Context: an optimization exercise on an open-source flow, tuned for small area and a short achievable clock period. The choices shown serve that exercise and are no tape-out recipe.
At most, simulation tests tie the RTL to the original design; equivalence was not proved.
For runs 1 and 2, only the layout was checked, not whether the RTL still works.
Power is estimated from default activity; no workload was simulated.

===== config.mk =====
export PLATFORM = sky130hd
export DESIGN_NAME = top
export DESIGN_NICKNAME = top
export VERILOG_FILES = /design/flow/design.v
export SDC_FILE = /design/flow/constraint.sdc
export NUM_CORES = 4
export LEC_CHECK = 0
export CAP_MARGIN = 20
export CORE_MARGIN = 2
export CORE_UTILIZATION = 70
export CTS_BUF_LIST = sky130_fd_sc_hd__clkbuf_4 sky130_fd_sc_hd__clkbuf_8
export CTS_CLUSTER_DIAMETER = 60
export CTS_CLUSTER_SIZE = 30
export SLEW_MARGIN = 20
export SYNTH_HIERARCHICAL = 1
export SYNTH_MINIMUM_KEEP_SIZE = 0

===== design.v =====
module registor_block(
	input clk_i,
	input rstn_i,
	input acc_en_i,
	input wr_en_i,
	input [2:0] addr_i,
	input [15:0] wdata_i,
	output reg [15:0] rdata_o,
	output duty_valid,
	output [9:0] duty_cycle,
	output [1:0] frequency_selection,
	output trigger_on_hit,
	output target_valid,
	output [9:0] target_value,
	output clear,
	output SW_trigger,
	input [9:0] actual_counter_value,
	input [9:0] captured_value,
	input tm_running
);
reg [15:0] CTRL0;
reg [15:0] PWM_MODE;
reg [15:0] CNT_TIMER_MODE0;
reg [15:0] CNT_TIMER_MODE1;
reg [3:0] valid;
wire wr = acc_en_i & wr_en_i;
wire we0 = wr & (addr_i == 3'd0);
wire we1 = wr & (addr_i == 3'd1);
wire we2 = wr & (addr_i == 3'd2);
wire we3 = wr & (addr_i == 3'd3);
always @(posedge clk_i or negedge rstn_i) begin
	if(!rstn_i)
		valid <= 4'd0;
	else
		valid <= valid | {we3, we2, we1, we0};
end
always @(posedge clk_i) begin
	if(we0) CTRL0 <= wdata_i;
	if(we1) PWM_MODE <= wdata_i;
	if(we2) CNT_TIMER_MODE0 <= wdata_i;
	if(we3) CNT_TIMER_MODE1 <= wdata_i;
end
assign duty_valid = valid[1];
assign duty_cycle = PWM_MODE[9:0];
assign frequency_selection = PWM_MODE[13:12] & {2{valid[1]}};
assign trigger_on_hit = valid[2] & (CNT_TIMER_MODE0[5:4] == 2'b01);
assign target_valid = valid[3];
assign target_value = CNT_TIMER_MODE1[9:0];
assign clear = wdata_i[0] & wr & (addr_i == 3'd5);
assign SW_trigger = wdata_i[4] & wr & (addr_i == 3'd5);
wire rd = acc_en_i & ~wr_en_i;
wire s0 = rd & (addr_i == 3'd0) & valid[0];
wire s1 = rd & (addr_i == 3'd1) & valid[1];
wire s2 = rd & (addr_i == 3'd2) & valid[2];
wire s3 = rd & (addr_i == 3'd3) & valid[3];
wire s4 = rd & (addr_i == 3'd4);
wire s6 = rd & (addr_i == 3'd6);
wire [15:0] ya, yb;
genvar i;
generate
	for (i = 0; i < 16; i = i + 1) begin : g_rd
		if (i < 10) begin : g6
			rd_aoi222 ua(.a0(CTRL0[i]), .s0(s0), .a1(PWM_MODE[i]), .s1(s1), .a2(CNT_TIMER_MODE0[i]), .s2(s2), .y(ya[i]));
			rd_aoi222 ub(.a0(CNT_TIMER_MODE1[i]), .s0(s3), .a1(actual_counter_value[i]), .s1(s4), .a2(captured_value[i]), .s2(s6), .y(yb[i]));
		end else if (i == 12) begin : g5
			rd_aoi222 ua(.a0(CTRL0[i]), .s0(s0), .a1(PWM_MODE[i]), .s1(s1), .a2(CNT_TIMER_MODE0[i]), .s2(s2), .y(ya[i]));
			rd_aoi22 ub(.a0(CNT_TIMER_MODE1[i]), .s0(s3), .a1(tm_running), .s1(s6), .y(yb[i]));
		end else begin : g4
			rd_aoi22 ua(.a0(CTRL0[i]), .s0(s0), .a1(PWM_MODE[i]), .s1(s1), .y(ya[i]));
			rd_aoi22 ub(.a0(CNT_TIMER_MODE0[i]), .s0(s2), .a1(CNT_TIMER_MODE1[i]), .s1(s3), .y(yb[i]));
		end
	end
endgenerate
always @(*) rdata_o = ~(ya & yb);
endmodule
module rd_aoi222(input a0, input s0, input a1, input s1, input a2, input s2, output y);
assign y = ~((a0 & s0) | (a1 & s1) | (a2 & s2));
endmodule
module rd_aoi22(input a0, input s0, input a1, input s1, output y);
assign y = ~((a0 & s0) | (a1 & s1));
endmodule
module PWM(
	input clk_i,
	input rstn_i,
	input acc_en_i,
	input [9:0] duty_cycle,
	input [1:0] frequency_selection,
	input duty_valid,
	input trigger_on_hit,
	input target_valid,
	input [9:0] target_value,
	input clear,
	input SW_trigger,
	output [9:0] actual_counter_value,
	output reg [9:0] captured_value,
	output reg tm_running,
	output reg pwm_out
);
function [18:0] inc19(input [18:0] a, input cin);
	integer i; reg c;
	begin
		c = cin;
		for (i = 0; i < 19; i = i + 1) begin inc19[i] = a[i] ^ c; c = a[i] & c; end
	end
endfunction
function [13:0] inc14(input [13:0] a, input cin);
	integer i; reg c;
	begin
		c = cin;
		for (i = 0; i < 14; i = i + 1) begin inc14[i] = a[i] ^ c; c = a[i] & c; end
	end
endfunction
function [14:0] add15(input [14:0] a, input [14:0] b);
	integer i; reg c;
	begin
		c = 1'b0;
		for (i = 0; i < 15; i = i + 1) begin
			add15[i] = a[i] ^ b[i] ^ c;
			c = (a[i] & b[i]) | (a[i] & c) | (b[i] & c);
		end
	end
endfunction
function [12:0] add13(input [12:0] a, input [12:0] b);
	integer i; reg c;
	begin
		c = 1'b0;
		for (i = 0; i < 13; i = i + 1) begin
			add13[i] = a[i] ^ b[i] ^ c;
			c = (a[i] & b[i]) | (a[i] & c) | (b[i] & c);
		end
	end
endfunction
function lt14(input [13:0] a, input [13:0] b, input cin);
	integer i; reg c;
	begin
		c = cin;
		for (i = 0; i < 14; i = i + 1) c = (~a[i] & b[i]) | (~a[i] & c) | (b[i] & c);
		lt14 = c;
	end
endfunction
reg [9:0]  P_lo;
reg [8:0]  P_hi;
reg        Z;
reg [13:0] A;
reg [14:0] B;
wire [18:0] P = {P_hi, P_lo};
wire en = acc_en_i;
wire [18:0] p_inc = inc19(P, en);
wire [18:0] p_next = (Z & en) ? 19'd0 : p_inc;
wire ge400 = P >= 19'd399999;
wire ge200 = P >= 19'd199999;
wire ge125 = P >= 19'd124999;
wire ge100 = P >= 19'd99999;
wire ge = frequency_selection[1] ? (frequency_selection[0] ? ge100 : ge125)
                                 : (frequency_selection[0] ? ge200 : ge400);
wire wrap = ~Z & ge;
wire hit_tv = Z ? (target_value == 10'd0) : (p_inc == {9'd0, target_value});
wire hit = target_valid ? hit_tv : Z;
wire [12:0] dc5 = add13({1'b0, duty_cycle, 2'b0}, {3'b0, duty_cycle});
reg [13:0] T;
always @(*) begin
	case(frequency_selection)
		2'b00: T = {duty_cycle, 4'b0};
		2'b01: T = {1'b0, duty_cycle, 3'b0};
		2'b10: T = {1'b0, dc5};
		default: T = {2'b0, duty_cycle, 2'b0};
	endcase
end
wire bz = (B == 15'd0);
wire duty_on = duty_valid & (Z ? (duty_cycle != 10'd0) : lt14(A, T, bz));
wire go = en & ~Z & duty_on;
wire ld = en & Z;
wire b_carry = (B >= 15'd23977);
wire [14:0] b_step = go ? (b_carry ? 15'd8791 : 15'd1023) : 15'd0;
wire [14:0] b_sum = add15(B, b_step);
wire [13:0] a_sum = inc14(A, go & b_carry);
assign actual_counter_value = P_lo;
always @(posedge clk_i or negedge rstn_i) begin
	if(!rstn_i) begin
		P_lo <= 10'd0;
		Z <= 1'b1;
		pwm_out <= 1'b0;
		captured_value <= 10'd0;
		tm_running <= 1'b0;
	end else begin
		P_lo <= p_next[9:0];
		if(en) begin
			Z <= wrap;
			pwm_out <= duty_on;
			if(clear | (hit & ~target_valid))
				captured_value <= 10'd0;
			else if(hit)
				captured_value <= target_value;
			if(SW_trigger || (trigger_on_hit && hit))
				tm_running <= 1'b1;
			else if(wrap)
				tm_running <= 1'b0;
		end
	end
end
always @(posedge clk_i) begin
	P_hi <= p_next[18:10];
	A <= ld ? 14'd0 : a_sum;
	B <= ld ? (duty_on ? 15'd2046 : 15'd1023) : b_sum;
end
endmodule
module top(
	input clk_i,
	input rstn_i,
	input acc_en_i,
	input wr_en_i,
	input [2:0] addr_i,
	input [15:0] wdata_i,
	input input1_i,
	input input2_i,
	input input3_i,
	input input4_i,
	input input5_i,
	input input6_i,
	input input7_i,
	input input8_i,
	input input9_i,
	input input10_i,
	input input11_i,
	input input12_i,
	input input13_i,
	input input14_i,
	input input15_i,
	output [15:0] rdata_o,
	output output_o
);
	wire [9:0] duty_cycle_w;
	wire [1:0] frequency_selection_w;
	wire duty_valid_w;
	wire trigger_on_hit_w;
	wire target_valid_w;
	wire [9:0] target_value_w;
	wire clear_w;
	wire SW_trigger_w;
	wire [9:0] actual_counter_value_w;
	wire [9:0] captured_value_w;
	wire tm_running_w;
registor_block registor_block(
	.clk_i(clk_i),
	.rstn_i(rstn_i),
	.acc_en_i(acc_en_i),
	.wr_en_i(wr_en_i),
	.addr_i(addr_i),
	.wdata_i(wdata_i),
	.rdata_o(rdata_o),
	.duty_cycle(duty_cycle_w),
	.frequency_selection(frequency_selection_w),
	.duty_valid(duty_valid_w),
	.trigger_on_hit(trigger_on_hit_w),
	.target_valid(target_valid_w),
	.target_value(target_value_w),
	.clear(clear_w),
	.SW_trigger(SW_trigger_w),
	.actual_counter_value(actual_counter_value_w),
	.captured_value(captured_value_w),
	.tm_running(tm_running_w)
);
PWM PWM(
	.clk_i(clk_i),
	.rstn_i(rstn_i),
	.acc_en_i(acc_en_i),
	.duty_cycle(duty_cycle_w),
	.frequency_selection(frequency_selection_w),
	.duty_valid(duty_valid_w),
	.trigger_on_hit(trigger_on_hit_w),
	.target_valid(target_valid_w),
	.target_value(target_value_w),
	.clear(clear_w),
	.SW_trigger(SW_trigger_w),
	.actual_counter_value(actual_counter_value_w),
	.captured_value(captured_value_w),
	.tm_running(tm_running_w),
	.pwm_out(output_o)
);
endmodule

===== standard.sh =====
#!/bin/bash
# synth_recipe.tcl (not shown) runs the flow's synth.tcl, then flattens the netlist and writes it again
# the make line also repeats each setting of config.mk as NAME=value (left out here)
make -C /OpenROAD-flow-scripts/flow DESIGN_CONFIG=/design/flow/config.mk WORK_HOME=/design/flow/orfs CLKGATE_MAP_FILE= SYNTH_SCRIPT=/design/flow/synth_recipe.tcl "${@:-finish}"

===== constraint.sdc =====
create_clock -name core_clock -period 25.0 [get_ports {clk_i}]
set_input_delay 5.0000 -clock core_clock [delete_from_list [all_inputs] [get_ports {clk_i}]]
set_output_delay 5.0000 -clock core_clock [all_outputs]
set_load 0.01 [all_outputs]

===== flow/run.sh =====
#!/bin/bash
# Layout flow: the standard ORFS flow, with port buffers of a plain buffer
# cell, a clock tree without dummy loads, and timing repair aimed at a larger
# setup margin. Clock period and constraints are the standard flow's own.
set -euo pipefail
W=$(pwd)
bash standard.sh \
  "BUFFER_PORTS_ARGS=-buffer_cell sky130_fd_sc_hd__buf_2" \
  "CTS_ARGS=-sink_clustering_enable -repair_clock_nets -dont_use_dummy_load -sink_clustering_size 30 -sink_clustering_max_diameter 60 -buf_list {sky130_fd_sc_hd__clkbuf_4 sky130_fd_sc_hd__clkbuf_8}" \
  finish > "$W/flow_make.log" 2>&1

==> impl_results.md, run 1 <==
* Diode count at 0
* Clk buf depth at 2
* Hold Fails Final Rpt at 0
* Post-CTS Hold Buffers at 0
* Vias in the first global route at 4,436
* Initial antenna violation count at 0
* Post-synthesis sequential area ratio at 49.70%
* Post-Layout Cell Count at 709
* Final instance area at 0.007176 mm^2
* Slew HR at 31.58%
* Post-Syn Area per Cell at 12.13 um^2
* Worst Setup End Kind: output pin
* Die Wd at 102.3 um
* Synth Flop Type: edfxtp_1
* Vias per cell at 6.477
* RSZ-0062 raised after global routing: false
* Die Height at 102.3 um
* CTS root buf: clkbuf_8
* Multiplexer share of the synthesized area at 3.240%
* Post-DP Area at 0.006932 mm^2
* First-pass GRT wire length at 22.34 mm
* Post-synth top area share at 28.43%
* Post-synth cell types at 71
* Gr usage total at 28.71%
* Leakage at 3.075 nW
* Fin. max-slew vios at 0
* Worst hold-check slack at 0.4644 ns
* Routed Antenna Nets at 0
* Commonest non-fill, non-tap cells in the layout: 64 x edfxtp_1, 51 x nand2_1, 40 x ha_1
* Async set or reset register ratio after synthesis at 20.93%
* Final #Nets at 676
* Die Area at 0.01046 mm^2
* Worst VDD drop at 53.75 uV
* Placeable Area at 0.009284 mm^2
* Sw power at 144.8 uW
* Netlist Area Pre-Place at 0.006759 mm^2
* Critical path class: primary input to output pin
* First-pass DRT Iterations at 5
* Register area at 0.003359 mm^2
* Fillers at 646
* Reg clk slew, reported paths at 0.07 ns
* Worst EP required at 20.00 ns
* Sequential Power Share at 55.1%
* Min cycle time layout at 11.79 ns
* GP Congestion at 0.8173
* Hold crit path type: register to register
* Adder-cell share of the synthesized area at 12.14%
* DR iter-0 viols at 362
* CP Launch Type: primary input
* Seq cells post-synth at 129
* TNS Setup at 0 ns
* H-tree depth reported by CTS at 4
* Worst Skew at 0.03178 ns
* Post-DP HPWL at 9.876 mm
* Compound-Gate Fraction of Synth Area at 12.75%
* Post-synth EDFFs at 64
* Simple logic cell fraction of the synthesized area at 14.62%
* IO Count at 55
* WL final at 14.01 mm
* Row Count at 35
* Total nets after synthesis at 651
* Max cap viols at 0
* Post-Synth XOR/XNOR Area at 1.814%
* Fmax at 84.84 MHz
* Final setup margin at 13.21 ns
* Gate power share at 20.2%
* Final period utilization at 47.15%
* Starting Density at 72.80%
* Largest net degree at the start of global routing at 28
* Worst endpoint data arrival time at 6.79 ns
* Commonest non-fill, non-tap cell in the layout: edfxtp_1
* Port Buf Inserts at 39
* Worst Tran Pin Value at 1.026 ns
* Post-cts sizing count at 0
* Cell Pwr Density at 70.78 mW/mm^2
* Status: finished clean
* Synth-to-Final Area Change at 6.164%
* # DRC at 0
* Cell mode on critical path: buf_2
* Top post-synthesis cells by area: edfxtp_1 28%, dfxtp_1 11%, dfrtp_1 9.6%
* Share of layout cells above drive strength 1 at 17.76%
* Multi-input logic area at 0.003040 mm^2
* TritonCTS sink count at 129
* Total CTS buffers at 17
* Sw Ratio at 28.50%
* Post-placement cell count at 692
* Internal power at 363.2 uW
* Worst slack, placed at 13.12 ns
* Post-Syn Instances at 557
* Main combinational cell family by area after synthesis: simple AND/OR/NAND/NOR gates
* Worst path max stage delay at 0.71 ns
* CTS tree: yes
* Via count at 4,592
* Setup bufs post-CTS at 0
* Slowest-stage cell, CP: nor2_1
* Final setup fails at 0
* Worst skew pair latency at 0.43 ns
* Top fanout value on the critical path at 16
* Routed len/inst at 19.76 um
* GRT overflow at 0
* Clock power share at 24.7%
* Leading area contributor after synthesis: edfxtp_1
* Synth warn at 8
* Worst path cell trace: buf_2 -> nand3b_1 -> nor2_1 -> a222oi_1 -> nand2_1 -> buf_2
==> worst max-delay path, delay by kind of cell <==
| kind | cells | cell delay, ns |
|---|---|---|
| AO/OA/AOI/OAI | 1 | 0.33 |
| buffers and inverters | 2 | 0.41 |
| AND/OR/NAND/NOR | 3 | 1.04 |
==> final timing paths <==
| kind | from | endpoint | slack, ns | cells after the start |
|---|---|---|---|---|
| worst max-delay path | acc_en_i | rdata_o[6] | 13.21 | 6 |
| worst min-delay path | registor_block.valid[0] | registor_block.valid[0] | 0.46 | 2 |
| worst max register to register | registor_block.PWM_MODE[2] | PWM.B[14] | 14.69 | 35 |
| worst min register to register | registor_block.valid[0] | registor_block.valid[0] | 0.46 | 2 |
| max in group asynchronous | rstn_i | PWM.captured_value[8] | 19.99 | 1 |
| min in group asynchronous | rstn_i | PWM.P_lo[3] | 4.59 | 1 |
==> cell type report <==
cell class              count  share of cell area, %
well taps                 129                  2.249
inverters                  24                  1.255
multi-input cells         361                  42.37
repair buffers             49                  4.045
flip-flops and latches    129                  46.82
clock buffers              17                  3.261
==> power groups by stage <==
stage               registers [mW]  logic (mW)  clock network, mW
floorplan                    0.276      0.0860                  0
finish                       0.280       0.102              0.125
detailed placement           0.284       0.102                  0
global placement             0.282      0.0959                  0
global route                 0.285       0.118              0.134
CTS                          0.280       0.103              0.127
==> sequential cells by signal, indices dropped and copies added (netlist names), 4 cells and up <==
name,count
PWM.captured_value,10
registor_block.valid,4
registor_block.CNT_TIMER_MODE1,16
registor_block.CTRL0,16
PWM.P_hi,9
registor_block.PWM_MODE,16
PWM.A,14
PWM.P_lo,10
registor_block.CNT_TIMER_MODE0,16
PWM.B,15
==> per-module statistics from Yosys (local to each module, per instance), excerpt <==
| module | copies in the design | cells inside |
|---|---|---|
| registor_block | 1 | 137 |
| rd_aoi222 | 21 | 1 |
| PWM | 1 | 388 |
| rd_aoi22 | 11 | 1 |
==> metal layers <==
layer | part of all wire (%) | up-vias | track usage, %
li1 | - | 2111 | -
met1 | 40 | 2245 | 36.91
met2 | 50 | 198 | 46.86
met3 | 6.4 | 38 | 5.814
met4 | 3.4 | 0 | 14.15
met5 | 0 | - | 0
==> cell usage after synthesis (all sizes together), types with 6 or more instances <==
cell type and number:
dfxtp 38, ha 40, nand2b 11, dfrtp 26, fa 16, nand3b 6
inv 24, nand4 7, nor2 14, a21oi 7, and2 39, nor4 14
edfxtp 64, o21ai 25, xor2 11, nor3 9, a22oi 13, clkbuf 6
a222oi 23, mux4 8, nand2 51, buf 37
==> per-stage QoR <==
stage               util [%]  power (mW)
floorplan                  -      0.3620
global placement       74.37      0.3782
detailed placement     74.66      0.3860
CTS                    77.18      0.5098
global route           77.29      0.5371
finish                 77.29      0.5079
==> cells by family (layout without fill, tap and decap cells) <==
family / count (synthesis) / in the layout
simple gates: 175 / 175
flops: 129 / 129
compound gates: 105 / 105
buf+inv: 67 / 90
fa+ha+maj: 56 / 56
xor+xnor: 14 / 14
mux: 11 / 11
==> run 2: changes to the inputs <==
==> flow/run.sh (replaced) <==
#!/bin/bash
# Layout flow: the standard ORFS flow, with port buffers of a plain buffer
# cell, a clock tree of small clock buffers without dummy loads, and timing
# repair aimed at a larger setup margin. Clock period and constraints are
# the standard flow's own.
set -euo pipefail
W=$(pwd)
bash standard.sh \
  "BUFFER_PORTS_ARGS=-buffer_cell sky130_fd_sc_hd__buf_2" \
  "SETUP_SLACK_MARGIN=13.8" \
  "CTS_ARGS=-sink_clustering_enable -repair_clock_nets -dont_use_dummy_load -buf_list {sky130_fd_sc_hd__clkbuf_4}" \
  finish > "$W/flow_make.log" 2>&1
==> run 2 against run 1 <==
Critical path type unchanged. Highest routed layer unchanged. Via count up 4.1%. Final area grew 4.2%. Still clean. Register-to-register slack got worse by 0.13 ns. Core utilization up 3.2 points. Die area stayed put. Sequential share of layout area decreased by 1.9 points. Largest cell class unchanged.
==> impl_results.md, run 2 <==
* Row Count at 35 (unchanged)
* Routed len/inst at 20.56 um (was 19.76 um)
* Post-Syn Instances at 557 (unchanged)
* Worst Tran Pin Value at 1.022 ns (was 1.026 ns)
* Post-DP Area at 0.006903 mm^2 (was 0.006932 mm^2)
* GRT overflow at 0 (unchanged)
* Final period utilization at 44.98% (was 47.15%)
* Worst Setup End Kind: output pin (unchanged)
* Netlist Area Pre-Place at 0.006759 mm^2 (unchanged)
* Share of layout cells above drive strength 1 at 21.78% (was 17.76%)
* DR iter-0 viols at 579 (was 362)
* H-tree depth reported by CTS at 4 (unchanged)
* Hold crit path type: register to register (unchanged)
* Worst EP required at 20.00 ns (about the same)
* TritonCTS sink count at 129 (unchanged)
* Final setup fails at 0 (unchanged)
* Reg clk slew, reported paths at 0.07 ns (about the same)
* Cell Pwr Density at 64.49 mW/mm^2 (was 70.78 mW/mm^2)
* First-pass GRT wire length at 23.23 mm (was 22.34 mm)
* Synth-to-Final Area Change at 10.61% (was 6.164%)
* Total CTS buffers at 17 (unchanged)
* Fmax at 88.92 MHz (was 84.84 MHz)
* Post-Syn Area per Cell at 12.13 um^2 (unchanged)
* Vias per cell at 6.503 (was 6.477)
* Final #Nets at 702 (was 676)
* Post-synth cell types at 71 (unchanged)
* Clock power share at 19.3% (was 24.7%)
* Status: finished clean (unchanged)
* Synth cell count leaders: 64 x edfxtp_1, 51 x nand2_1, 40 x ha_1 (unchanged)
* Routed Antenna Nets at 0 (unchanged)
* Commonest non-fill, non-tap cells in the layout: 64 x edfxtp_1, 50 x nand2_1, 40 x ha_1 (was 64 x edfxtp_1, 51 x nand2_1, 40 x ha_1)
* Starting Density at 72.80% (unchanged)
* Port Buf Inserts at 39 (unchanged)
* Leakage at 3.223 nW (was 3.075 nW)
* Post-synth EDFFs at 64 (unchanged)
* Placeable Area at 0.009284 mm^2 (unchanged)
* Top fanout value on the critical path at 15 (was 16)
* CTS tree: yes (unchanged)
* Worst VDD drop at 60.37 uV (was 53.75 uV)
* Slew HR at 31.89% (was 31.58%)
* Seq cells post-synth at 129 (unchanged)
* Post-synthesis sequential area ratio at 49.70% (unchanged)
* Worst Skew at 0.03751 ns (was 0.03178 ns)
* Internal power at 338.6 uW (was 363.2 uW)
* Total power draw at 482.1 uW (was 507.9 uW)
* Max cap viols at 0 (unchanged)
* Via count at 4,780 (was 4,592)
* IO Count at 55 (unchanged)
* Hold Fails Final Rpt at 0 (unchanged)
* Async set or reset register ratio after synthesis at 20.93% (unchanged)
* Min cycle time layout at 11.25 ns (was 11.79 ns)
* Gr usage total at 30.13% (was 28.71%)
* TNS Setup at 0 ns (unchanged)
* Synth Flop Type: edfxtp_1 (unchanged)
* Vias in the first global route at 4,685 (was 4,436)
* Total nets after synthesis at 651 (unchanged)
* CP Launch Type: primary input (unchanged)
* CTS root buf: clkbuf_4 (was clkbuf_8)
* Die Height at 102.3 um (unchanged)
* RSZ-0062 raised after global routing: true (was false)
* Leading area contributor after synthesis: edfxtp_1 (unchanged)
* Gate power share at 22.6% (was 20.2%)
* Initial antenna violation count at 0 (unchanged)
* Post-synth top area share at 28.43% (unchanged)
* Worst skew pair latency at 0.52 ns (was 0.43 ns)
* First-pass DRT Iterations at 8 (was 5)
* Sw power at 143.5 uW (was 144.8 uW)
* Die Area at 0.01046 mm^2 (unchanged)
* Diode count at 0 (unchanged)
* Fin. max-slew vios at 0 (unchanged)
* WL final at 15.11 mm (was 14.01 mm)
* GP Congestion at 0.8439 (was 0.8173)
* Synth warn at 8 (unchanged)
* Largest net degree at the start of global routing at 46 (was 28)
* Commonest non-fill, non-tap cell in the layout: edfxtp_1 (unchanged)
* Die Wd at 102.3 um (unchanged)
* Final instance area at 0.007476 mm^2 (was 0.007176 mm^2)
* Post-DP HPWL at 9.906 mm (was 9.876 mm)
* Post-CTS Hold Buffers at 0 (unchanged)
* Top post-synthesis cells by area: edfxtp_1 28%, dfxtp_1 11%, dfrtp_1 9.6% (unchanged)
* # DRC at 0 (unchanged)
* Clk buf depth at 2 (unchanged)
* Cell with the most instances after synthesis: edfxtp_1 (unchanged)
* Sw Ratio at 29.76% (was 28.50%)
* Fillers at 550 (was 646)
* Critical path class: primary input to output pin (unchanged)
* Sequential Power Share at 58.0% (was 55.1%)
* Worst endpoint data arrival time at 6.25 ns (was 6.79 ns)
## run 2: layer usage
metal	wire length (um)	global-route usage [%]	vias up
met5	0	0	-
met4	412	14.05	0
met3	1062	7.387	40
met2	7644	49.24	213
met1	5990	38.21	2349
li1	-	-	2178
## run 2: stage by stage
step | setup slack [ns] | utilization (%) | std cells | hold WS [ns]
after CTS | 13.74 | 79.65 | 729 | 0.4933
after detailed placement | 12.91 | 74.35 | 687 | 0.4773
after floorplan | 13.81 | - | 557 | 0.4465
after global routing | 13.68 | 80.53 | 735 | 0.5262
final | 13.75 | 80.53 | 735 | 0.4937
after global placement | 12.90 | 74.33 | 687 | 0.4638
## run 2: critical path, stage by stage
cell	delay, ns
buf_12	0.11
nor3b_2	0.16
nor4b_4	0.14
buf_12	0.15
a222oi_1	0.42
nand2_1	0.11
buf_2	0.16
## run 2: final cells by class
| class | instances | area (um^2) | share of cell area [%] |
|---|---|---|---|
| clock buffer | 17 | 127.6 | 1.707 |
| tap | 129 | 161.4 | 2.159 |
| inverter | 24 | 90.09 | 1.205 |
| sequential | 129 | 3359 | 44.94 |
| timing repair buffer | 75 | 649.4 | 8.686 |
| multi-input combinational | 361 | 3088 | 41.31 |
## run 2: worst paths after layout
kind                                                  from                       to  slack, ns  depth (start not counted)
worst min register to register       PWM.captured_value[5]    PWM.captured_value[5]       0.49                          2
worst max-delay path                              acc_en_i               rdata_o[4]      13.75                          7
max in group asynchronous                           rstn_i  registor_block.valid[1]      20.05                          1
min in group asynchronous                           rstn_i              PWM.P_lo[1]       4.49                          1
worst max register to register  registor_block.PWM_MODE[0]                PWM.B[14]      14.56                         33
worst min-delay path                 PWM.captured_value[5]    PWM.captured_value[5]       0.49                          2
## run 2: what timing repair did
item                                   CTS  global route
cloned                                   1             2
endpoints found under the hold margin    0             0
pin swaps                                7            15
setup endpoints to repair               16            14
resized for setup                       25             6
buffers inserted                        24             4
## run 2: cells by family after synthesis
logic type / synth area share (%)
AO/OA/AOI/OAI: 12.75
XOR/XNOR: 1.814
adder cells (fa/ha/maj): 12.14
buffers and inverters: 5.720
flip-flops: 49.70
multiplexers: 3.240
AND/OR/NAND/NOR: 14.62
## run 2: Yosys stat by module, one instance, submodules excluded, a selection
module / flops+latches / times used
PWM: 61 / 1
rd_aoi22: 0 / 11
registor_block: 68 / 1
rd_aoi222: 0 / 21
## run 2: power by group through the flow
stage / Clock, mW / Combinational (mW) / Sequential, mW
2_1_floorplan: 0 / 0.0864 / 0.276
3_3_place_gp: 0 / 0.0970 / 0.282
3_5_place_dp: 0 / 0.103 / 0.284
4_1_cts: 0.0941 / 0.108 / 0.280
5_1_grt: 0.103 / 0.124 / 0.284
6_report: 0.0932 / 0.109 / 0.280
==> run 3: changes to the inputs <==
--- a/design.v
+++ b/design.v
@@ -16,6 +16,7 @@
 	output SW_trigger,
 	input [9:0] actual_counter_value,
 	input [9:0] captured_value,
+	input cap_valid,
 	input tm_running
 );
 reg [15:0] CTRL0;
@@ -55,13 +56,14 @@
 wire s3 = rd & (addr_i == 3'd3) & valid[3];
 wire s4 = rd & (addr_i == 3'd4);
 wire s6 = rd & (addr_i == 3'd6);
+wire s6c = s6 & cap_valid;
 wire [15:0] ya, yb;
 genvar i;
 generate
 	for (i = 0; i < 16; i = i + 1) begin : g_rd
 		if (i < 10) begin : g6
 			rd_aoi222 ua(.a0(CTRL0[i]), .s0(s0), .a1(PWM_MODE[i]), .s1(s1), .a2(CNT_TIMER_MODE0[i]), .s2(s2), .y(ya[i]));
-			rd_aoi222 ub(.a0(CNT_TIMER_MODE1[i]), .s0(s3), .a1(actual_counter_value[i]), .s1(s4), .a2(captured_value[i]), .s2(s6), .y(yb[i]));
+			rd_aoi222 ub(.a0(CNT_TIMER_MODE1[i]), .s0(s3), .a1(actual_counter_value[i]), .s1(s4), .a2(captured_value[i]), .s2(s6c), .y(yb[i]));
 		end else if (i == 12) begin : g5
 			rd_aoi222 ua(.a0(CTRL0[i]), .s0(s0), .a1(PWM_MODE[i]), .s1(s1), .a2(CNT_TIMER_MODE0[i]), .s2(s2), .y(ya[i]));
 			rd_aoi22 ub(.a0(CNT_TIMER_MODE1[i]), .s0(s3), .a1(tm_running), .s1(s6), .y(yb[i]));
@@ -93,6 +95,7 @@
 	input SW_trigger,
 	output [9:0] actual_counter_value,
 	output reg [9:0] captured_value,
+	output reg cap_valid,
 	output reg tm_running,
 	output reg pwm_out
 );
@@ -180,17 +183,17 @@
 		P_lo <= 10'd0;
 		Z <= 1'b1;
 		pwm_out <= 1'b0;
-		captured_value <= 10'd0;
+		cap_valid <= 1'b0;
 		tm_running <= 1'b0;
 	end else begin
 		P_lo <= p_next[9:0];
 		if(en) begin
 			Z <= wrap;
 			pwm_out <= duty_on;
-			if(clear | (hit & ~target_valid))
-				captured_value <= 10'd0;
+			if(clear)
+				cap_valid <= 1'b0;
 			else if(hit)
-				captured_value <= target_value;
+				cap_valid <= target_valid;
 			if(SW_trigger || (trigger_on_hit && hit))
 				tm_running <= 1'b1;
 			else if(wrap)
@@ -199,6 +202,8 @@
 	end
 end
 always @(posedge clk_i) begin
+	if(en & hit)
+		captured_value <= target_value;
 	P_hi <= p_next[18:10];
 	A <= ld ? 14'd0 : a_sum;
 	B <= ld ? (duty_on ? 15'd2046 : 15'd1023) : b_sum;
@@ -239,6 +244,7 @@
 	wire SW_trigger_w;
 	wire [9:0] actual_counter_value_w;
 	wire [9:0] captured_value_w;
+	wire cap_valid_w;
 	wire tm_running_w;
 registor_block registor_block(
 	.clk_i(clk_i),
@@ -258,6 +264,7 @@
 	.SW_trigger(SW_trigger_w),
 	.actual_counter_value(actual_counter_value_w),
 	.captured_value(captured_value_w),
+	.cap_valid(cap_valid_w),
 	.tm_running(tm_running_w)
 );
 PWM PWM(
@@ -274,6 +281,7 @@
 	.SW_trigger(SW_trigger_w),
 	.actual_counter_value(actual_counter_value_w),
 	.captured_value(captured_value_w),
+	.cap_valid(cap_valid_w),
 	.tm_running(tm_running_w),
 	.pwm_out(output_o)
 );
==> flow/run.sh (replaced) <==
#!/bin/bash
# Layout flow: the standard ORFS flow, with port buffers of a plain buffer
# cell, a clock tree without dummy loads, and timing repair aimed at a larger
# setup margin. Clock period and constraints are the standard flow's own.
set -euo pipefail
W=$(pwd)
bash standard.sh \
  "BUFFER_PORTS_ARGS=-buffer_cell sky130_fd_sc_hd__buf_2" \
  "CTS_ARGS=-sink_clustering_enable -repair_clock_nets -dont_use_dummy_load -sink_clustering_size 30 -sink_clustering_max_diameter 60 -buf_list {sky130_fd_sc_hd__clkbuf_4 sky130_fd_sc_hd__clkbuf_8}" \
  finish > "$W/flow_make.log" 2>&1
==> run 3 against run 2 <==
Core utilization down 4.5 points. Clock power is 36% higher. Largest cell class unchanged. Setup slack lost 0.66 ns. Hold slack improved by 0.00091 ns. Still clean. Synthesized area down 0.72%. Clock-buffer cell count unchanged. Wire length fell by 11%. Critical endpoint unchanged. Largest power group unchanged.
==> impl_results.md, run 3 <==
* TNS Setup at 0 ns (unchanged)
* Max cap viols at 0 (unchanged)
* Critical path class: primary input to output pin (unchanged)
* Vias in the first global route at 4,244 (was 4,685)
* Initial antenna violation count at 0 (unchanged)
* Starting Density at 72.28% (was 72.80%)
* Die Height at 101.9 um (was 102.3 um)
* Seq cells post-synth at 130 (was 129)
* Total CTS buffers at 17 (unchanged)
* Total nets after synthesis at 622 (was 651)
* IO Count at 55 (unchanged)
* Slew HR at 45.80% (was 31.89%)
* Sequential Power Share at 54.0% (was 58.0%)
* Die Area at 0.01039 mm^2 (was 0.01046 mm^2)
* Post-synth cell types at 73 (was 71)
* Final setup fails at 0 (unchanged)
* Netlist Area Pre-Place at 0.006710 mm^2 (was 0.006759 mm^2)
* Worst slack, placed at 13.14 ns (was 12.91 ns)
* Worst skew pair latency at 0.44 ns (was 0.52 ns)
* Post-placement cell count at 660 (was 687)
* Post-DP HPWL at 9.465 mm (was 9.906 mm)
* Vias per cell at 6.371 (was 6.503)
* Gr usage total at 27.88% (was 30.13%)
* Post-Layout Cell Count at 677 (was 735)
* Post-Syn Area per Cell at 12.71 um^2 (was 12.13 um^2)
* Worst endpoint data arrival time at 6.91 ns (was 6.25 ns)
* Final setup margin at 13.09 ns (was 13.75 ns)
* Synth-to-Final Area Change at 5.165% (was 10.61%)
* Via count at 4,313 (was 4,780)
* Setup bufs post-CTS at 0 (was 24)
* Top post-synthesis cells by area: edfxtp_1 33%, dfxtp_1 11%, ha_1 7.5% (was edfxtp_1 28%, dfxtp_1 11%, dfrtp_1 9.6%)
* CTS root buf: clkbuf_8 (was clkbuf_4)
* First-pass DRT Iterations at 8 (unchanged)
* Min cycle time layout at 11.91 ns (was 11.25 ns)
* Post-CTS Hold Buffers at 0 (unchanged)
* Reg clk slew, reported paths at 0.08 ns (was 0.07 ns)
* Multi-input logic area at 0.002878 mm^2 (was 0.003088 mm^2)
* Sw Ratio at 27.96% (was 29.76%)
* Commonest non-fill, non-tap cells in the layout: 74 x edfxtp_1, 40 x ha_1, 39 x buf_2 (was 64 x edfxtp_1, 50 x nand2_1, 40 x ha_1)
* Top fanout value on the critical path at 16 (was 15)
* Synth warn at 8 (unchanged)
* First-pass GRT wire length at 21.35 mm (was 23.23 mm)
* Worst Setup End Kind: output pin (unchanged)
* Worst Skew at 0.03440 ns (was 0.03751 ns)
* Worst Hold Depth at 2 (unchanged)
* Synth Flop Type: edfxtp_1 (unchanged)
* Fmax at 83.99 MHz (was 88.92 MHz)
* Commonest non-fill, non-tap cell in the layout: edfxtp_1 (unchanged)
* GP Congestion at 0.9006 (was 0.8439)
* Hold crit path type: register to register (unchanged)
* Largest net degree at the start of global routing at 45 (was 46)
* TritonCTS sink count at 130 (was 129)
* Port Buf Inserts at 39 (unchanged)
* Final period utilization at 47.62% (was 44.98%)
* Row Count at 35 (unchanged)
* RSZ-0062 raised after global routing: false (was true)
* Diode count at 0 (unchanged)
* WL final at 13.40 mm (was 15.11 mm)
* Cell Pwr Density at 70.36 mW/mm^2 (was 64.49 mW/mm^2)
* Fillers at 607 (was 550)
* # DRC at 0 (unchanged)
* Sw power at 138.8 uW (was 143.5 uW)
* H-tree depth reported by CTS at 4 (unchanged)
* Routed len/inst at 19.79 um (was 20.56 um)
* Leading area contributor after synthesis: edfxtp_1 (unchanged)
* Placeable Area at 0.009284 mm^2 (unchanged)
* DR iter-0 viols at 478 (was 579)
* CP Launch Type: primary input (unchanged)
* Final #Nets at 644 (was 702)
* Routed Antenna Nets at 0 (unchanged)
* Worst VDD drop at 45.73 uV (was 60.37 uV)
* Cell with the most instances after synthesis: edfxtp_1 (unchanged)
* Clk buf depth at 2 (unchanged)
* Gate power share at 20.3% (was 22.6%)
* Async set or reset register ratio after synthesis at 13.85% (was 20.93%)
* Hold Fails Final Rpt at 0 (unchanged)
* CTS tree: yes (unchanged)
* Worst R2R Path Depth at 33 (unchanged)
* Leakage at 2.957 nW (was 3.223 nW)
* Worst Tran Pin Value at 0.8130 ns (was 1.022 ns)
* Internal power at 357.7 uW (was 338.6 uW)
* Worst EP required at 20.00 ns (about the same)
* Die Wd at 101.9 um (was 102.3 um)
* Status: finished clean (unchanged)
* Post-synth EDFFs at 74 (was 64)
* Post-synthesis sequential area ratio at 51.18% (was 49.70%)
* Final Util at 76.01% (was 80.53%)
* Synth cell count leaders: 74 x edfxtp_1, 40 x ha_1, 38 x dfxtp_1 (was 64 x edfxtp_1, 51 x nand2_1, 40 x ha_1)
* Post-Syn Instances at 528 (was 557)
* Register area at 0.003435 mm^2 (was 0.003359 mm^2)
* Post-synth top area share at 33.12% (was 28.43%)
* Post-cts sizing count at 0 (was 25)
* Clock power share at 25.6% (was 19.3%)
* Share of layout cells above drive strength 1 at 17.70% (was 21.78%)
* GRT overflow at 0 (unchanged)
* Fin. max-slew vios at 0 (unchanged)
[run 3: final timing paths]
path                                            start                      end  slack (ns)
hold reg to reg               registor_block.valid[0]  registor_block.valid[0]        0.49
hold / removal                registor_block.valid[0]  registor_block.valid[0]        0.49
max in group asynchronous                      rstn_i                    PWM.Z       20.13
setup / recovery                             acc_en_i               rdata_o[4]       13.09
min in group asynchronous                      rstn_i              PWM.P_lo[1]        4.50
setup reg to reg           registor_block.PWM_MODE[0]                PWM.B[14]       14.73
[run 3: cell families (layout without fill, tap and decap cells)]
| group | count (synthesis) | count (layout) | synth area share, % |
|---|---|---|---|
| muxes | 11 | 11 | 3.226 |
| DFF | 130 | 130 | 51.18 |
| AOI/OAI and AO/OA | 91 | 91 | 11.90 |
| and+or+nand+nor | 154 | 154 | 13.29 |
| buffers and inverters | 71 | 91 | 6.172 |
| adders and majority gates | 57 | 57 | 12.40 |
| xor gates and xnor gates | 14 | 14 | 1.827 |
[run 3: cell type report]
class                   instances  share of cell area [%]
flip-flops and latches        130                   48.67
multi-input cells             327                   40.78
repair buffers                 45                   3.404
clock buffers                  17                   3.316
well taps                     129                   2.287
inverters                      29                   1.543
[run 3: metrics by stage]
step / instance area, um^2 / power, mW / hold WS (ns)
after floorplan: 6710 / 0.3502 / 0.4236
after CTS: 7057 / 0.5000 / 0.4737
after global placement: 6820 / 0.3672 / 0.4399
final: 7057 / 0.4965 / 0.4947
after global routing: 7057 / 0.5252 / 0.5099
after detailed placement: 6823 / 0.3743 / 0.4538
[run 3: power groups by stage]
stage	sequential, mW	combinational, mW	clock (mW)
after detailed placement	0.273	0.102	0
after global routing	0.272	0.116	0.138
after floorplan	0.266	0.0842	0
after global placement	0.271	0.0961	0
after CTS	0.269	0.102	0.129
final	0.268	0.101	0.127
[run 3: critical path, cell delays in order]
cell      delay [ns]
buf_2           0.30
nor2b_4         0.26
and4b_1         0.75
a222oi_1        0.29
nand2_1         0.16
buf_2           0.14
[run 3: Yosys stat by module, one instance, submodules excluded, excerpt]
module / copies in the design / area, um^2
registor_block: 1 / 2509
rd_aoi22: 11 / 12.51
rd_aoi222: 21 / 10.01
PWM: 1 / 3854
[run 3: layer usage]
layer  vias up  track usage (%)  share of wire, %
met4         0            9.128               1.5
met3        18            6.977               6.6
met5         -                0                 0
met2       162            46.61                51
met1      2127            36.10                41
li1       2006                -                 -
==> run 4: changes to the inputs <==
==> flow/run.sh (replaced) <==
#!/bin/bash
# Layout flow: the standard ORFS flow, with port buffers of a plain buffer
# cell, a clock tree without dummy loads, and timing repair tuned (sizing
# only, power recovery on). Clock period and constraints are the standard flow's own.
set -euo pipefail
W=$(pwd)
bash standard.sh \
  "BUFFER_PORTS_ARGS=-buffer_cell sky130_fd_sc_hd__buf_2" \
  "CTS_ARGS=-sink_clustering_enable -repair_clock_nets -dont_use_dummy_load -buf_list {sky130_fd_sc_hd__clkbuf_8}" \
  "RECOVER_POWER=100"  \
  finish > "$W/flow_make.log" 2>&1
==> run 4 against run 3 <==
Register-to-register slack barely moved. Sequential share of layout area rose by 0.81 points. Critical endpoint is now rdata_o[7]. Maximum frequency fell by 3.1%. Still clean.
==> impl_results.md, run 4 <==
* Status: finished clean (unchanged)
* Worst Setup EP: rdata_o[7] (was rdata_o[4])
* FF-to-FF End: PWM.B[14] (unchanged)
* # DRC at 0 (unchanged)
* Top post-synthesis cells by area: edfxtp_1 33%, dfxtp_1 11%, ha_1 7.5% (unchanged)
* Setup bufs post-CTS at 0 (unchanged)
* Slowest-stage cell, CP: and4b_1 (unchanged)
* Cell mode on critical path: clkbuf_1 (was buf_2)
* Die Wd at 101.9 um (unchanged)
* Via count at 4,343 (was 4,313)
* Fillers at 645 (was 607)
* Largest delay share family, worst path: simple AND/OR/NAND/NOR gates (unchanged)
* First-pass DRT Iterations at 10 (was 8)
* Worst EP required at 20.00 ns (about the same)
* Die Height at 101.9 um (unchanged)
* Post-Syn Instances at 528 (unchanged)
* Simple logic cell fraction of the synthesized area at 13.29% (unchanged)
* Worst Hold Depth at 2 (unchanged)
* Routed len/inst at 19.83 um (was 19.79 um)
* Diode count at 0 (unchanged)
* Total CTS buffers at 17 (unchanged)
* Synth cell count leaders: 74 x edfxtp_1, 40 x ha_1, 38 x dfxtp_1 (unchanged)
* Critical path class: primary input to output pin (unchanged)
* Vias in the first global route at 4,244 (unchanged)
* Post-Syn Area per Cell at 12.71 um^2 (unchanged)
* Post-synth cell types at 73 (unchanged)
* TNS Setup at 0 ns (unchanged)
* Post-DP HPWL at 9.465 mm (unchanged)
* Hold crit path type: register to register (unchanged)
* Seq cells post-synth at 130 (unchanged)
* Min cycle time layout at 12.29 ns (was 11.91 ns)
* Synth-to-Final Area Change at 3.450% (was 5.165%)
* Worst Skew at 0.03293 ns (was 0.03440 ns)
* Starting Density at 72.28% (unchanged)
* Worst Tran Pin Value at 1.235 ns (was 0.8130 ns)
* GP Congestion at 0.9006 (unchanged)
* First-pass GRT wire length at 21.35 mm (unchanged)
* Post-CTS Hold Buffers at 0 (unchanged)
* Worst path cell trace: clkbuf_1 -> nor2b_1 -> and4b_1 -> a222oi_1 -> nand2_1 -> clkbuf_1 (was buf_2 -> nor2b_4 -> and4b_1 -> a222oi_1 -> nand2_1 -> buf_2)
* Final setup fails at 0 (unchanged)
* Total power draw at 494.2 uW (was 496.5 uW)
* Top fanout value on the critical path at 16 (unchanged)
* Final period utilization at 49.14% (was 47.62%)
* CTS tree: yes (unchanged)
* Worst R2R Path Depth at 33 (unchanged)
* Crit path from: acc_en_i (unchanged)
* Reg2reg start: registor_block.PWM_MODE[0] (unchanged)
* Commonest non-fill, non-tap cells in the layout: 74 x edfxtp_1, 40 x ha_1, 38 x dfxtp_1 (was 74 x edfxtp_1, 40 x ha_1, 39 x buf_2)
* Gr usage total at 27.88% (unchanged)
* Main combinational cell family by area after synthesis: simple AND/OR/NAND/NOR gates (unchanged)
* Port Buf Inserts at 39 (unchanged)
* CP Buf/Inv Count at 2 (unchanged)
* GRT overflow at 0 (unchanged)
* Max cap viols at 0 (unchanged)
* Max layer used: met4 (unchanged)
* Fin. max-slew vios at 0 (unchanged)
* Synth Flop Type: edfxtp_1 (unchanged)
* Adder-cell share of the synthesized area at 12.40% (unchanged)
* Met2 WL at 6.806 mm (was 6.847 mm)
* Commonest non-fill, non-tap cell in the layout: edfxtp_1 (unchanged)
* Worst endpoint data arrival time at 7.29 ns (was 6.91 ns)
* CTS root buf: clkbuf_8 (unchanged)
* Placeable Area at 0.009284 mm^2 (unchanged)
* Fmax at 81.40 MHz (was 83.99 MHz)
* Cell depth of the worst setup path at 6 (unchanged)
* Synth warn at 8 (unchanged)
* Largest net degree at the start of global routing at 45 (unchanged)
* Share of layout cells above drive strength 1 at 9.489% (was 17.70%)
* Worst VDD drop at 44.84 uV (was 45.73 uV)
* Worst skew pair latency at 0.44 ns (about the same)
* Leakage at 2.812 nW (was 2.957 nW)
* Leading area contributor after synthesis: edfxtp_1 (unchanged)
* CP Launch Type: primary input (unchanged)
* TritonCTS sink count at 130 (unchanged)
* Hold Fails Final Rpt at 0 (unchanged)
* WL final at 13.43 mm (was 13.40 mm)
* Clk buf depth at 2 (unchanged)
* Async set or reset register ratio after synthesis at 13.85% (unchanged)
* Post-synth EDFFs at 74 (unchanged)
* Post-Synth XOR/XNOR Area at 1.827% (unchanged)
* Row Count at 35 (unchanged)
* Die Area at 0.01039 mm^2 (unchanged)
* Met3 wire length at 813 um (was 887 um)
* Register-to-register setup slack at 14.74 ns (was 14.73 ns)
* Cell Pwr Density at 71.19 mW/mm^2 (was 70.36 mW/mm^2)
* Vias per cell at 6.415 (was 6.371)
* Total nets after synthesis at 622 (unchanged)
* Routed Antenna Nets at 0 (unchanged)
* Slew HR at 17.48% (was 45.80%)
* Cell with the most instances after synthesis: edfxtp_1 (unchanged)
* Multiplexer share of the synthesized area at 3.226% (unchanged)
* Reg clk slew, reported paths at 0.08 ns (about the same)
* H-tree depth reported by CTS at 4 (unchanged)
* RSZ-0062 raised after global routing: false (unchanged)
* Worst path max stage delay at 0.76 ns (was 0.75 ns)
* Compound-Gate Fraction of Synth Area at 11.90% (unchanged)
* Post-synthesis sequential area ratio at 51.18% (unchanged)
* DR iter-0 viols at 476 (was 478)
* Worst Setup End Kind: output pin (unchanged)
* Initial antenna violation count at 0 (unchanged)
* Netlist Area Pre-Place at 0.006710 mm^2 (unchanged)
* Post-cts sizing count at 0 (unchanged)
* IO Count at 55 (unchanged)
* Post-synth top area share at 33.12% (unchanged)
* Final #Nets at 644 (unchanged)
* M1 wire length at 5.543 mm (was 5.462 mm)
run 4: routing by layer:
metal | vias to the layer above | global-route usage, %
met4 | 0 | 9.128
met1 | 2160 | 36.10
met3 | 21 | 6.977
li1 | 2005 | -
met2 | 157 | 46.61
met5 | - | 0
run 4: cell families (layout without fill, tap and decap cells):
kind of cell,Yosys count,in the layout
compound gates,91,91
simple gates,154,154
flops,130,130
mux,11,11
fa+ha+maj,57,57
buf+inv,71,91
xor+xnor,14,14
run 4: final cells by class:
type	instances	area, um^2	area share [%]
clock buffer	17	234.0	3.371
inverter	29	108.9	1.568
multi-input combinational	327	2816	40.57
sequential	130	3435	49.48
tap	129	161.4	2.325
timing repair buffer	45	186.4	2.686
run 4: per-module statistics from Yosys (local to each module, per instance), a selection:
module	cells inside	cell area, um^2	copies in the design
PWM	357	3854	1
registor_block	139	2509	1
rd_aoi222	1	10.01	21
rd_aoi22	1	12.51	11
run 4: how the worst min path moves through the flow:
stage,slack (ns),start,to
final,0.48,registor_block.valid[0],registor_block.valid[0]
after global routing,0.51,registor_block.valid[0],registor_block.valid[0]
after CTS,0.47,registor_block.valid[0],registor_block.valid[0]
after detailed placement,0.45,registor_block.valid[0],registor_block.valid[0]
after global placement,0.44,registor_block.valid[0],registor_block.valid[0]
after floorplan,0.42,registor_block.valid[0],registor_block.valid[0]
run 4: worst register-to-register path, delay by kind of cell, from the launching register on:
family | cells | cell delay [ns]
multiplexers | 1 | 0.46
XOR/XNOR | 1 | 0.18
AND/OR/NAND/NOR | 3 | 0.51
adder cells (fa/ha/maj) | 22 | 7.58
buffers and inverters | 3 | 0.20
AO/OA/AOI/OAI | 3 | 0.66
flip-flops | 1 | 0.53
run 4: report_power, final:
group	leakage (nW)	total [mW]	internal, mW	switching, mW
logic	1.49	0.0992	0.0487	0.0504
registers	1.20	0.268	0.248	0.0202
clock network	0.122	0.127	0.0596	0.0672
run 4: metrics by stage:
step | setup slack, ns | cell area, um^2 | hold WS [ns] | utilization, % | std cells
2_1_floorplan | 13.44 | 6710 | 0.4236 | - | 528
5_1_grt | 12.63 | 6942 | 0.5120 | 74.77 | 677
6_report | 12.71 | 6942 | 0.4804 | 74.77 | 677
3_5_place_dp | 13.14 | 6823 | 0.4538 | 73.49 | 660
3_3_place_gp | 13.14 | 6820 | 0.4399 | 73.46 | 660
4_1_cts | 13.12 | 7057 | 0.4737 | 76.01 | 677
==> run 5: changes to the inputs <==
--- a/flow/run.sh
+++ b/flow/run.sh
@@ -7,5 +7,5 @@
 bash standard.sh \
   "BUFFER_PORTS_ARGS=-buffer_cell sky130_fd_sc_hd__buf_2" \
   "CTS_ARGS=-sink_clustering_enable -repair_clock_nets -dont_use_dummy_load -buf_list {sky130_fd_sc_hd__clkbuf_8}" \
-  "RECOVER_POWER=100"  \
+  "RECOVER_POWER=100" "SETUP_SLACK_MARGIN=13.8" "SETUP_MOVE_SEQUENCE=sizeup,swap" \
   finish > "$W/flow_make.log" 2>&1
==> run 5 against run 4 <==
The layout now fails its checks (capacitance limit, slew limit). Hold slack worse by 0.0066 ns. Synthesized area unchanged. Non-clock buffer count down 1. Critical path depth up 1. Maximum frequency down 9.3%. Final cell count down 0.15%.
==> impl_results.md, run 5 <==
* Status: complete, but fails checks (was finished clean)
* CP Buf/Inv Count at 3 (was 2)
* Hold crit path type: register to register (unchanged)
* Reg clk slew, reported paths at 0.06 ns (was 0.08 ns)
* First-pass DRT Iterations at 11 (was 10)
* Fin. max-slew vios at 23 (was 0)
* Port Buf Inserts at 39 (unchanged)
* Worst endpoint data arrival time at 8.55 ns (was 7.29 ns)
* Total power draw at 494.6 uW (was 494.2 uW)
* Post-Syn Instances at 528 (unchanged)
* Netlist Area Pre-Place at 0.006710 mm^2 (unchanged)
* Top fanout value on the critical path at 15 (was 16)
* Worst Hold Launch: registor_block.valid[2] (was registor_block.valid[0])
* Clk buf depth at 2 (unchanged)
* Sw power at 137.1 uW (was 137.8 uW)
* Critical path class: primary input to output pin (unchanged)
* Final setup margin at 11.45 ns (was 12.71 ns)
* Die Height at 101.9 um (unchanged)
* Leakage at 2.797 nW (was 2.812 nW)
* GR Layer Usage met1 at 36.87% (was 36.10%)
* H-tree depth reported by CTS at 4 (unchanged)
* Worst path max stage delay at 1.84 ns (was 0.76 ns)
* GRT overflow at 0 (unchanged)
* Gr usage total at 29.01% (was 27.88%)
* CTS root buf: clkbuf_8 (unchanged)
* Worst R2R Path Depth at 33 (unchanged)
* TritonCTS sink count at 130 (unchanged)
* Final #Nets at 643 (was 644)
* Total CTS buffers at 17 (unchanged)
* WL final at 13.78 mm (was 13.43 mm)
* Post-CTS Hold Buffers at 0 (unchanged)
* Slew HR at -57.14% (was 17.48%)
* TNS Setup at 0 ns (unchanged)
* Synth cell count leaders: 74 x edfxtp_1, 40 x ha_1, 38 x dfxtp_1 (unchanged)
* Cell Pwr Density at 71.07 mW/mm^2 (was 71.19 mW/mm^2)
* IO Count at 55 (unchanged)
* Internal power at 357.5 uW (was 356.3 uW)
* Gr busiest metal: met2 (unchanged)
* Post-DP HPWL at 9.843 mm (was 9.465 mm)
* Placeable Area at 0.009284 mm^2 (unchanged)
* Final instance area at 0.006959 mm^2 (was 0.006942 mm^2)
* Post-synth EDFFs at 74 (unchanged)
* M3 GR Usage at 7.592% (was 6.977%)
* Largest net degree at the start of global routing at 45 (unchanged)
* Max cap viols at 2 (was 0)
* Met2 Use GR at 48.33% (was 46.61%)
* Post-DP Area at 0.006823 mm^2 (unchanged)
* RSZ-0062 raised after global routing: true (was false)
* Synth-to-Final Area Change at 3.711% (was 3.450%)
* Vias in the first global route at 4,426 (was 4,244)
* Total nets after synthesis at 622 (unchanged)
* Routed len/inst at 20.39 um (was 19.83 um)
* CP Launch Type: primary input (unchanged)
* Top post-synthesis cells by area: edfxtp_1 33%, dfxtp_1 11%, ha_1 7.5% (unchanged)
* Worst EP required at 20.00 ns (about the same)
* Crit path from: acc_en_i (unchanged)
* FF-to-FF End: PWM.B[14] (unchanged)
* Largest delay share family, worst path: simple AND/OR/NAND/NOR gates (unchanged)
* Starting Density at 72.28% (unchanged)
* Reg2reg start: registor_block.PWM_MODE[0] (unchanged)
* Synth warn at 8 (unchanged)
* Worst slack, placed at 12.95 ns (was 13.14 ns)
* Seq cells post-synth at 130 (unchanged)
* Leading area contributor after synthesis: edfxtp_1 (unchanged)
* Gate power share at 20.4% (was 20.1%)
* Sw Ratio at 27.72% (was 27.89%)
* Final setup fails at 0 (unchanged)
* Routed Antenna Nets at 0 (unchanged)
* GP Congestion at 0.9017 (was 0.9006)
* Row Count at 35 (unchanged)
* Worst path cell trace: clkbuf_1 -> nor2b_1 -> nor4b_1 -> clkbuf_1 -> a22oi_2 -> nand2_1 -> clkbuf_1 (was clkbuf_1 -> nor2b_1 -> and4b_1 -> a222oi_1 -> nand2_1 -> clkbuf_1)
* Worst Setup End Kind: output pin (unchanged)
* # DRC at 0 (unchanged)
* Post-Syn Area per Cell at 12.71 um^2 (unchanged)
* Worst Hold Depth at 2 (unchanged)
* Cell with the most instances after synthesis: edfxtp_1 (unchanged)
* Commonest non-fill, non-tap cell in the layout: edfxtp_1 (unchanged)
* Post-synthesis sequential area ratio at 51.18% (unchanged)
* SO Viols: capacitance limit, slew limit
* Die Area at 0.01039 mm^2 (unchanged)
* Post-Layout Cell Count at 676 (was 677)
* CTS tree: yes (unchanged)
* Initial antenna violation count at 0 (unchanged)
* Sequential Power Share at 54.3% (about the same)
* Clock power share at 25.3% (was 25.7%)
* Register-to-register setup slack at 14.68 ns (was 14.74 ns)
* Fmax at 73.82 MHz (was 81.40 MHz)
* Commonest non-fill, non-tap cells in the layout: 74 x edfxtp_1, 40 x ha_1, 38 x dfxtp_1, 38 x clkbuf_1, 35 x nand2_1 (was 74 x edfxtp_1, 40 x ha_1, 38 x dfxtp_1)
* Synth Flop Type: edfxtp_1 (unchanged)
* Final period utilization at 54.19% (was 49.14%)
* Setup bufs post-CTS at 0 (unchanged)
* Worst skew pair latency at 0.43 ns (was 0.44 ns)
* DR iter-0 viols at 485 (was 476)
* Die Wd at 101.9 um (unchanged)
* Post-synth cell types at 73 (unchanged)
* Share of layout cells above drive strength 1 at 9.689% (was 9.489%)
* Worst Skew at 0.03089 ns (was 0.03293 ns)
* Worst VDD drop at 51.64 uV (was 44.84 uV)
* Min cycle time layout at 13.55 ns (was 12.29 ns)
* Worst Tran Pin Value at 2.324 ns (was 1.235 ns)
* Cell mode on critical path: clkbuf_1 (unchanged)
* Via count at 4,377 (was 4,343)
* Post-synth top area share at 33.12% (unchanged)
* Slowest-stage cell, CP: nor4b_1 (was and4b_1)
* Post-placement cell count at 658 (was 660)
* Async set or reset register ratio after synthesis at 13.85% (unchanged)
* Hold Fails Final Rpt at 0 (unchanged)
* Diode count at 0 (unchanged)
* Vias per cell at 6.475 (was 6.415)
* First-pass GRT wire length at 22.23 mm (was 21.35 mm)
* WHS Endpoint: registor_block.valid[2] (was registor_block.valid[0])
[run 5: cell counts after synthesis]
No cell type changed its count.
[run 5: per-stage QoR]
| step | hold slack, ns | util [%] |
|---|---|---|
| final | 0.4737 | 74.96 |
| after global routing | 0.4929 | 74.96 |
| after CTS | 0.4843 | 76.42 |
| after detailed placement | 0.4723 | 73.49 |
| after global placement | 0.4450 | 73.34 |
| after floorplan | 0.4236 | - |
[run 5: what timing repair did]
action / in CTS / in global routing
setup endpoints to repair: 16 / 16
resized for setup: 10 / 3
pin swaps: 6 / 8
[run 5: tightest hold or removal path, stage by stage, from the launching register on]
cell and delay (ns):
dfrtp_1 0.33, inv_2 0.06, o31ai_2 0.05
[run 5: logic make-up (layout without fill, tap and decap cells)]
group | count (synthesis) | count (layout) | share of synthesized area (%)
AND/OR/NAND/NOR | 154 | 154 | 13.29
flip-flops | 130 | 130 | 51.18
AO/OA/AOI/OAI | 91 | 91 | 11.90
buffers and inverters | 71 | 90 | 6.172
adder cells (fa/ha/maj) | 57 | 57 | 12.40
XOR/XNOR | 14 | 14 | 1.827
multiplexers | 11 | 11 | 3.226
[run 5: cell type report]
cell class / count / area (um^2)
Clock buffer: 17 / 234.0
Sequential cell: 130 / 3435
Timing Repair Buffer: 44 / 187.7
Inverter: 29 / 108.9
Multi-Input combinational cell: 327 / 2833
Tap cell: 129 / 161.4
Fill cell: 679 / 2325
[run 5: power by group through the flow]
stage,registers (mW),logic [mW],clock network (mW)
detailed placement,0.273,0.103,0
global placement,0.271,0.0964,0
CTS,0.269,0.104,0.127
floorplan,0.266,0.0844,0
finish,0.268,0.101,0.125
global route,0.271,0.118,0.136
[run 5: worst max path at each step]
stage             endpoint  slack [ns]  cells after the start
2_1_floorplan   rdata_o[0]       13.80                      5
3_3_place_gp    rdata_o[7]       12.98                      6
6_report       rdata_o[10]       11.45                      7
5_1_grt        rdata_o[13]       11.16                      7
4_1_cts         rdata_o[7]       13.16                      6
3_5_place_dp    rdata_o[7]       12.95                      6
[run 5: per-module statistics from Yosys, one instance, submodules excluded, excerpt]
module          cells  copies in the design  flip-flops and latches  cell area, um^2
registor_block    139                     1                      68             2509
PWM               357                     1                      62             3854
rd_aoi222           1                    21                       0            10.01
rd_aoi22            1                    11                       0            12.51
[run 5: layer usage]
metal	vias to the layer above	wire [um]
met2	159	6959
li1	2000	-
met3	38	767
met4	0	352
met5	-	0
met1	2180	5703
==> run 6: changes to the inputs <==
==> flow/run.sh (replaced) <==
#!/bin/bash
# Layout flow: the standard ORFS flow, with port buffers of a plain buffer
# cell, a clock tree without dummy loads, and timing repair aimed at a larger
# setup margin with a restricted set of moves. Clock period and constraints
# are the standard flow's own.
set -euo pipefail
W=$(pwd)
bash standard.sh \
  "BUFFER_PORTS_ARGS=-buffer_cell sky130_fd_sc_hd__buf_2" \
  "CTS_ARGS=-sink_clustering_enable -repair_clock_nets -dont_use_dummy_load -buf_list {sky130_fd_sc_hd__clkbuf_8}" \
  "SETUP_SLACK_MARGIN=13.8" "SETUP_MOVE_SEQUENCE=sizeup,swap" \
  finish > "$W/flow_make.log" 2>&1
==> run 6 against run 5 <==
The run now finishes clean. First-iteration DRC count is 11% higher. Hold slack improved by 0.011 ns. Critical path depth stayed put. Flip-flop and latch count stayed put. Final cell count unchanged. Via count is 0.14% lower. Global-route usage unchanged. Synthesized cell count stayed put. Clock power barely moved. Highest routed layer unchanged. Power rose by 0.48%. Setup slack improved by 2.0 ns.
==> impl_results.md, run 6 <==
* Die Area at 0.01039 mm^2 (unchanged)
* Die Height at 101.9 um (unchanged)
* Worst EP required at 20.00 ns (about the same)
* Share of layout cells above drive strength 1 at 18.10% (was 9.689%)
* Worst Hold Launch: registor_block.valid[2] (unchanged)
* Hold crit path type: register to register (unchanged)
* Worst hold-check slack at 0.4847 ns (was 0.4737 ns)
* Register-to-register setup slack at 14.66 ns (was 14.68 ns)
* Worst Skew at 0.03000 ns (was 0.03089 ns)
* Netlist Area Pre-Place at 0.006710 mm^2 (unchanged)
* Final Util at 76.56% (was 74.96%)
* CP Launch Type: primary input (unchanged)
* GP Congestion at 0.9017 (unchanged)
* Gr usage total at 29.01% (unchanged)
* Post-Layout Cell Count at 676 (unchanged)
* Final #Nets at 643 (unchanged)
* WL final at 13.72 mm (was 13.78 mm)
* Min cycle time layout at 11.53 ns (was 13.55 ns)
* Via count at 4,371 (was 4,377)
* Initial antenna violation count at 0 (unchanged)
* Worst endpoint data arrival time at 6.53 ns (was 8.55 ns)
* First-pass DRT Iterations at 7 (was 11)
* Cell Pwr Density at 69.91 mW/mm^2 (was 71.07 mW/mm^2)
* Setup bufs post-CTS at 0 (unchanged)
* Reg2reg start: registor_block.PWM_MODE[0] (unchanged)
* Async set or reset register ratio after synthesis at 13.85% (unchanged)
* Fmax at 86.74 MHz (was 73.82 MHz)
* Worst path cell trace: buf_12 -> nor2b_4 -> nor4b_4 -> buf_6 -> a22oi_2 -> nand2_1 -> buf_2 (was clkbuf_1 -> nor2b_1 -> nor4b_1 -> clkbuf_1 -> a22oi_2 -> nand2_1 -> clkbuf_1)
* Post-DP HPWL at 9.843 mm (unchanged)
* Starting Density at 72.28% (unchanged)
* Sequential Power Share at 54.0% (was 54.3%)
* Slew HR at 46.55% (was -57.14%)
* Worst Setup End Kind: output pin (unchanged)
* TritonCTS sink count at 130 (unchanged)
* Synth cell count leaders: 74 x edfxtp_1, 40 x ha_1, 38 x dfxtp_1 (unchanged)
* GRT overflow at 0 (unchanged)
* FF-to-FF End: PWM.B[14] (unchanged)
* Commonest non-fill, non-tap cells in the layout: 74 x edfxtp_1, 40 x ha_1, 38 x dfxtp_1 (was 74 x edfxtp_1, 40 x ha_1, 38 x dfxtp_1, 38 x clkbuf_1, 35 x nand2_1)
* Port Buf Inserts at 39 (unchanged)
* Vias per cell at 6.466 (was 6.475)
* Slowest-stage cell, CP: nor4b_4 (was nor4b_1)
* Vias in the first global route at 4,426 (unchanged)
* Internal power at 359.2 uW (was 357.5 uW)
* Fin. max-slew vios at 0 (was 23)
* Leading area contributor after synthesis: edfxtp_1 (unchanged)
* Worst VDD drop at 52.81 uV (was 51.64 uV)
* Post-synth cell types at 73 (unchanged)
* WHS Endpoint: registor_block.valid[2] (unchanged)
* Worst skew pair latency at 0.43 ns (about the same)
* Top fanout value on the critical path at 15 (unchanged)
* Worst path max stage delay at 0.68 ns (was 1.84 ns)
* Final setup margin at 13.47 ns (was 11.45 ns)
* Leakage at 2.965 nW (was 2.797 nW)
* Sw power at 137.7 uW (was 137.1 uW)
* TNS Setup at 0 ns (unchanged)
* Synth warn at 8 (unchanged)
* IO Count at 55 (unchanged)
* Synth-to-Final Area Change at 5.930% (was 3.711%)
* RSZ-0062 raised after global routing: true (unchanged)
* Reg clk slew, reported paths at 0.06 ns (about the same)
* Synth Flop Type: edfxtp_1 (unchanged)
* Gate power share at 20.8% (was 20.4%)
* CTS root buf: clkbuf_8 (unchanged)
* H-tree depth reported by CTS at 4 (unchanged)
* Largest net degree at the start of global routing at 45 (unchanged)
* Worst R2R Path Depth at 33 (unchanged)
* Fillers at 641 (was 679)
* Seq cells post-synth at 130 (unchanged)
* Die Wd at 101.9 um (unchanged)
* First-pass GRT wire length at 22.23 mm (unchanged)
* Worst slack, placed at 12.95 ns (unchanged)
* Top post-synthesis cells by area: edfxtp_1 33%, dfxtp_1 11%, ha_1 7.5% (unchanged)
* Routed len/inst at 20.30 um (was 20.39 um)
* Total nets after synthesis at 622 (unchanged)
* Placeable Area at 0.009284 mm^2 (unchanged)
* # DRC at 0 (unchanged)
* Total CTS buffers at 17 (unchanged)
* Worst Tran Pin Value at 0.7983 ns (was 2.324 ns)
* Status: finished clean (was complete, but fails checks)
* Clock power share at 25.2% (was 25.3%)
* Final period utilization at 46.11% (was 54.19%)
* CTS tree: yes (unchanged)
* Post-Syn Instances at 528 (unchanged)
* Post-Syn Area per Cell at 12.71 um^2 (unchanged)
* Final setup fails at 0 (unchanged)
* Commonest non-fill, non-tap cell in the layout: edfxtp_1 (unchanged)
* Post-placement cell count at 658 (unchanged)
* Hold Fails Final Rpt at 0 (unchanged)
* Post-synth top area share at 33.12% (unchanged)
* Row Count at 35 (unchanged)
* Max cap viols at 0 (was 2)
* Post-synth EDFFs at 74 (unchanged)
* Sw Ratio at 27.71% (was 27.72%)
* DR iter-0 viols at 538 (was 485)
* Critical path class: primary input to output pin (unchanged)
* Clk buf depth at 2 (unchanged)
* Diode count at 0 (unchanged)
* Cell with the most instances after synthesis: edfxtp_1 (unchanged)
* Routed Antenna Nets at 0 (unchanged)
* Post-synthesis sequential area ratio at 51.18% (unchanged)
* Worst Hold Depth at 2 (unchanged)
run 6: per-layer routing:
layer  wire [um]  up-vias  global-route usage, %
met2        7051      157                  48.33
li1            -     2000                      -
met4         297        0                  10.87
met5           0        -                      0
met3         806       26                  7.592
met1        5565     2188                  36.87
run 6: power groups by stage:
stage	Sequential, mW	Combinational, mW	Clock, mW
5_1_grt	0.271	0.120	0.136
3_3_place_gp	0.271	0.0964	0
4_1_cts	0.269	0.104	0.127
6_report	0.268	0.103	0.125
3_5_place_dp	0.273	0.103	0
2_1_floorplan	0.266	0.0844	0
run 6: Yosys stat by module (local to each module, per instance), a selection:
module / times used / flip-flops and latches
registor_block: 1 / 68
PWM: 1 / 62
rd_aoi22: 11 / 0
rd_aoi222: 21 / 0
run 6: cell families (layout without fill, tap and decap cells):
family / after synthesis / after routing / share of synthesized area, %
fa+ha+maj: 57 / 57 / 12.40
flops: 130 / 130 / 51.18
compound gates: 91 / 91 / 11.90
buf+inv: 71 / 90 / 6.172
simple gates: 154 / 154 / 13.29
xor+xnor: 14 / 14 / 1.827
mux: 11 / 11 / 3.226
run 6: repair_timing:
item / 4_1_cts / 5_1_grt
cloned: 0 / 0
setup endpoints to repair: 16 / 16
gates resized for setup: 10 / 3
hold buffers: 0 / 0
hold endpoints to repair: 0 / 0
pin swaps: 6 / 8
run 6: critical path, delay by kind of cell:
kind	cells	cell delay [ns]
and+or+nand+nor	3	0.98
buffers and inverters	3	0.48
AOI/OAI and AO/OA	1	0.07
run 6: worst max-delay path by stage:
stage	endpoint	startpoint	slack, ns	cells past startpoint
3_3_place_gp	rdata_o[7]	acc_en_i	12.98	6
6_report	rdata_o[14]	acc_en_i	13.47	7
2_1_floorplan	rdata_o[0]	addr_i[0]	13.80	5
5_1_grt	rdata_o[14]	acc_en_i	13.36	7
4_1_cts	rdata_o[7]	addr_i[0]	13.16	6
3_5_place_dp	rdata_o[7]	acc_en_i	12.95	6
run 6: final cells by class:
cell class	count	area, um^2	area share, %
sequential	130	3435	48.32
tap	129	161.4	2.271
inverter	29	108.9	1.531
timing repair buffer	44	272.8	3.837
clock buffer	17	234.0	3.292
multi-input combinational	327	2897	40.75
run 6: per-stage QoR:
step                      cell area (um^2)  power (mW)
after global routing                  7108      0.5278
after floorplan                       6725      0.3504
after CTS                             7094      0.5001
after detailed placement              6823      0.3756
final                                 7108      0.4969
after global placement                6809      0.3675

Check on run 6: ideal ports give 13.472 ns setup slack; a clkbuf_16 on the clock port and buf_2 on the inputs give 13.408 ns; moving port delays by the midpoint clock arrival (0.454 ns) as well gives 13.408 ns.
